This is an optimization exercise on Yosys and OpenROAD, whose aim is small area, a short achievable clock period and few clock cycles, not a production implementation.
In this exercise RTL edits were held to simulation tests only and were not proved equivalent to the original.

run A:
Design EUCLIDs_GCD, start of the top module:
module EUCLIDs_GCD #(parameter N = 32)(
    input [N-1:0] a,
    input [N-1:0] b,
    input clk,
    input rst,
    input start,
    output [N-1:0] out,
    output reg done
);
Settings: LEC_CHECK=0, CAP_MARGIN=20, CORE_MARGIN=2, CORE_UTILIZATION=60, GPL_TIMING_DRIVEN=1, SETUP_SLACK_MARGIN=2.5, SLEW_MARGIN=20; clock period 6.0 ns.
standard.sh (not shown) runs the stock make flow with config.mk's settings and CLKGATE_MAP_FILE= SYNTH_SCRIPT=/design/flow/synth_recipe.tcl, a recipe that flattens the netlist after the stock synthesis.
==> flow/flow/run.sh <==
#!/bin/bash
set -euo pipefail
export BUFFER_PORTS_ARGS="-buffer_cell sky130_fd_sc_hd__buf_1"
bash standard.sh finish > standard.log 2>&1
Testbench counts of run A, summed over its fixed seeds: cycles 40,805.
For run B, these inputs were changed with respect to run A:
- changing CORE_UTILIZATION from 60 to 40
- removing GPL_TIMING_DRIVEN (formerly 1)
- changing SETUP_SLACK_MARGIN from 2.5 to 3.0
Findings:
- Diff run A -> run B: count of flip-flops with a built-in enable after synthesis comparable; met1 track demand over resource has decreased; clock-buffer cell count increased by 2 relative to the old numbers.
- Wire length after detailed routing ends up higher on run B.
[inputs] run C vs run B
- a change of SETUP_SLACK_MARGIN from 3.0 to 2.5
[summary]
What run B reported for number of global-route vias before repair has to be multiplied by 0.940 to get the figure for run C.
From run B to run C the numbers moved as follows: highest attainable clock frequency moved down, clock period minus worst slack moved up.
The inputs of run D differ from those of run C as listed below.
- changing SETUP_SLACK_MARGIN from 2.5 to 2.0
==> flow/run.sh (new file) <==
#!/bin/bash
# synth_recipe.tcl (not shown) runs the flow's synth.tcl, then flattens the netlist and writes it again
# the make line also repeats each setting of config.mk as NAME=value (left out here)
make -C /OpenROAD-flow-scripts/flow DESIGN_CONFIG=/design/flow/config.mk WORK_HOME=/design/flow/orfs CLKGATE_MAP_FILE= SYNTH_SCRIPT=/design/flow/synth_recipe.tcl finish
removed: flow/flow/run.sh
removed: flow/standard.sh
Notes after the runs:
Changes observed in run D relative to run C: sequential cell area share fell 0.51 points, via count of the first global-routing pass rose 158, final cell count fell 15, first-pass GRT wire length rose about 2.2%.
Comparing the two runs side by side, run D comes out behind run C on final critical-path setup slack.
A destination of the critical timing path of u[26] is what run D shows, while u[22] belongs to run C.
Clock period minus final worst setup slack | run D above run C
Modified inputs, run E compared to run D
- changing SETUP_SLACK_MARGIN from 2.0 to 1.5
==> flow/flow/run.sh (new file) <==
#!/bin/bash
set -euo pipefail
export BUFFER_PORTS_ARGS="-buffer_cell sky130_fd_sc_hd__buf_1"
bash standard.sh finish > standard.log 2>&1
==> flow/standard.sh (new file) <==
#!/bin/bash
# synth_recipe.tcl (not shown) runs the flow's synth.tcl, then flattens the netlist and writes it again
# the make line also repeats each setting of config.mk as NAME=value (left out here)
make -C /OpenROAD-flow-scripts/flow DESIGN_CONFIG=/design/flow/config.mk WORK_HOME=/design/flow/orfs CLKGATE_MAP_FILE= SYNTH_SCRIPT=/design/flow/synth_recipe.tcl "${@:-finish}"
removed: flow/run.sh
==> comparison <==
Run D has lower final critical-path share of the clock period than run E. The maximum level of the CTS H-tree was comparable across run E and run D. Run E reached the end of the flow, and the finished layout is clean on the timing, design-rule and antenna checks. Delta (run E minus run D): number of gates given a new drive strength after cts now sits lower; total iterations of the first detailed-routing run went down. Summary of run E over run D: design area has decreased, via count has decreased, final worst setup slack has decreased, sequential fraction of total cell area has increased.
## Diff of input files: run F against run E
- SETUP_SLACK_MARGIN: 1.5 -> 2.0
[summary]
Between run F and run E, the starting utilization of the core area figures differ only marginally. Run E reports its slowest cell on the critical path as sky130_fd_sc_hd__dfxtp_4 while run F reports sky130_fd_sc_hd__edfxtp_1. Against run E, critical-path maximum fanout in run F fell by more than 10%. [run F vs run E] slack of the critical path: higher in run F. There was hardly any difference in proportion of cell area occupied by registers between run E and run F. Wire length per cell after detailed routing went up by a few percent going from run E to run F. The higher critical path depth of run F and run E is in run E. Summary of run F over run E: final area now sits at about the same level; number of buffers on the longest clock path now sits at about the same level.

==> re-timing with driven ports <==
Ports are ideal in the flow. The routed layouts listed here were re-timed in OpenROAD.
Step 1 (the two cells are an assumption about what drives the block):
set clk [get_ports {clk}]
set_driving_cell -lib_cell sky130_fd_sc_hd__clkbuf_16 $clk
set_driving_cell -lib_cell sky130_fd_sc_hd__buf_2 [delete_from_list [all_inputs] $clk]
Step 2 moves the port delays by t, midway between the first and last clock arrival at a register: inputs arrive t later, outputs are due t later. That takes back most of the time a late clock gives input paths.
Slacks: no drivers / after step 1 / after step 2; pairs: no drivers / after step 1.
run | t, ns | slack for setup (ns) | worst setup path at the end | slew at the worst register clock pin (ns) | pins driven straight from the clock port
run A | 0.401 | 2.443 / 2.443 / 2.443 | register to register | 0.08 / 0.08 | 1
run B | 0.390 | 2.638 / 2.638 / 2.638 | register to register | 0.06 / 0.06 | 1
run C | 0.385 | 2.467 / 2.467 / 2.467 | register to register | 0.06 / 0.06 | 1
run D | 0.382 | 2.148 / 2.148 / 2.148 | register to register | 0.06 / 0.06 | 1
run E | 0.391 | 1.907 / 1.907 / 1.907 | register to register | 0.06 / 0.06 | 1
run F | 0.379 | 2.205 / 2.205 / 2.205 | register to register | 0.06 / 0.06 | 1
After both steps setup and hold are still met in every run listed.
